Background: an optimization exercise with open tools, aiming at small area. Do not read the settings as production practice. Function was checked by simulation only, so behaviour that the tests miss may differ from the original. Power and IR drop assume default switching activity. The flow treats the clock pin as an ideal source, which a real chip does not have.

## try-sierra
==> flow/design.v (excerpt) <==
module stream_upsize #(
    parameter T_DATA_WIDTH = 32,
    parameter T_DATA_RATIO = 2,
    parameter fifo_depth = 32
)(
    input  logic                    clk,
    input  logic                    rst_n,
    input  logic [T_DATA_WIDTH-1:0] s_data_i,
    input  logic                    s_last_i,
    input  logic                    s_valid_i,
    output logic                    s_ready_o,
    output logic [T_DATA_RATIO*T_DATA_WIDTH-1:0] m_data_o,
    output logic [T_DATA_RATIO-1:0] m_keep_o,
    output logic                    m_last_o,
    output logic                    m_valid_o,
    input logic                     m_ready_i
  );
    localparam W = T_DATA_WIDTH;
    localparam D = fifo_depth;
    localparam AW = $clog2(fifo_depth);
    logic [AW-1:0] head, rp;    
    logic          rd_cntr;    
    logic          keep1;      
    logic [W-1:0]  lo;         
    logic [W:0]    mem [D-1:0];
    logic          full, empty, wr_en, wr_store, rd, emit, adv;
    logic [D-1:0]  wsel, rsel;
    logic [W:0]    rdata;      
    logic          sel_en;
    assign full    = (head == D-1) && (rp == D-1);
    assign empty   = (head == AW'(rp + 1'b1));
    assign wr_en   = s_valid_i && s_ready_o && !full;
    assign wr_store = wr_en && !(rd_cntr && !rd && (head == rp));
    assign rd      = !empty && m_ready_i;
    assign emit    = rd && rd_cntr;
    assign adv     = rd && !(rd_cntr && rdata[W]);
    assign sel_en  = rd_cntr || keep1;
    always_comb begin
        for (int i = 0; i < D; i++) begin
            wsel[i] = wr_store && (head == AW'(i));
            rsel[i] = sel_en && (rp == AW'(i));
        end
    end
    always_comb begin
        rdata = '0;
        for (int i = 0; i < D; i++)
            rdata = rdata | ({(W+1){rsel[i]}} & mem[i]);
    end
    genvar g;
    generate
        for (g = 0; g < D; g++) begin : g_mem
            always_ff @(posedge clk)
  ...
For scale: about 2200 cells after synthesis, ~110 I/O pins, about 40000 um^2 of cells after synthesis.
export LEC_CHECK = 0
export CAP_MARGIN = 20
export CORE_MARGIN = 2
export CORE_UTILIZATION = 75
export PLACE_DENSITY = 0.8
export SETUP_SLACK_MARGIN = 0.15
export SLEW_MARGIN = 20
create_clock -name core_clock -period 5.0 [get_ports {clk}]
standard.sh (not shown) runs the stock make flow with config.mk's settings and CLKGATE_MAP_FILE= SYNTH_SCRIPT=/design/flow/synth_recipe.tcl, a recipe that flattens the netlist after the stock synthesis.
==> flow/flow/run.sh <==
#!/bin/bash
# The standard layout with three changes that only affect how the layout
# is built:
#  - port buffers use the smallest plain buffer (buf_1) instead of the delay
#    buffer the resizer picks by default;
#  - clock tree: clkbuf_16 only, larger sink clusters, no dummy loads.
set -euo pipefail
export BUFFER_PORTS_ARGS="-buffer_cell sky130_fd_sc_hd__buf_1"
export CTS_ARGS="-sink_clustering_enable -repair_clock_nets -sink_clustering_size 28 -sink_clustering_max_diameter 90 -buf_list sky130_fd_sc_hd__clkbuf_16 -dont_use_dummy_load"
bash standard.sh synth > flow_synth.log 2>&1
bash standard.sh > flow_layout.log 2>&1
diff inputs: try-sierra => try-nickel
- swapping 75 for 65 in CORE_UTILIZATION
- clearing PLACE_DENSITY, which used to be 0.8
--- outcome ---
On sequential portion of the cell area, try-nickel tracks try-sierra almost exactly.
Final instance area: try-nickel vs try-sierra — no meaningful difference
Comparing try-nickel and try-sierra, hold slack is lower on try-nickel.
Status: time the final worst path needs with I/O delays and setup parity (try-sierra, try-nickel)
--- input diff try-nickel..try-tundra ---
- SETUP_SLACK_MARGIN changed from 0.15 to 0.08
--- a/flow/flow/run.sh
+++ b/flow/flow/run.sh
@@ -9 +9 @@
-export CTS_ARGS="-sink_clustering_enable -repair_clock_nets -sink_clustering_size 28 -sink_clustering_max_diameter 90 -buf_list sky130_fd_sc_hd__clkbuf_16 -dont_use_dummy_load"
+export CTS_ARGS="-sink_clustering_enable -repair_clock_nets -sink_clustering_size 32 -sink_clustering_max_diameter 85 -buf_list sky130_fd_sc_hd__clkbuf_16 -dont_use_dummy_load"
Via count of the routed design: try-tundra vs try-nickel — no meaningful difference. Delta (try-tundra minus try-nickel): first-pass GRT wire length comparable; switching power of the nets now smaller; proportion of cell area spent on the clock network now smaller. Setup WNS try-nickel -> try-tundra: worse. Number of clock-tree buffers in the layout of try-tundra falls short of that of try-nickel by a little under 10%.

==> separate check: timing with driven ports <==
The results above use ideal ports. As a check the final layouts listed here were re-extracted and re-timed, cells and wires unchanged. Step 1 (the two cells are an assumption about what drives the block):
set clk [get_ports {clk}]
set_driving_cell -lib_cell sky130_fd_sc_hd__clkbuf_16 $clk
set_driving_cell -lib_cell sky130_fd_sc_hd__buf_2 [delete_from_list [all_inputs] $clk]
Step 2 also shifts input and output timing later by t, the mid clock arrival at the registers, as if the neighbouring blocks saw the same clock. Slacks: ideal ports / drivers / drivers and shift; pairs: ideal ports / drivers.
run	shift t [ns]	setup WS [ns]	hold slack, ns
try-sierra	0.688	0.187 / 0.122 / 0.734	0.423 / 0.383 / 0.465
try-nickel	0.682	0.189 / 0.123 / 0.354	0.407 / 0.365 / 0.470
try-tundra	0.680	0.148 / 0.080 / 0.326	0.409 / 0.365 / 0.472
After both steps every run listed still meets setup and hold.
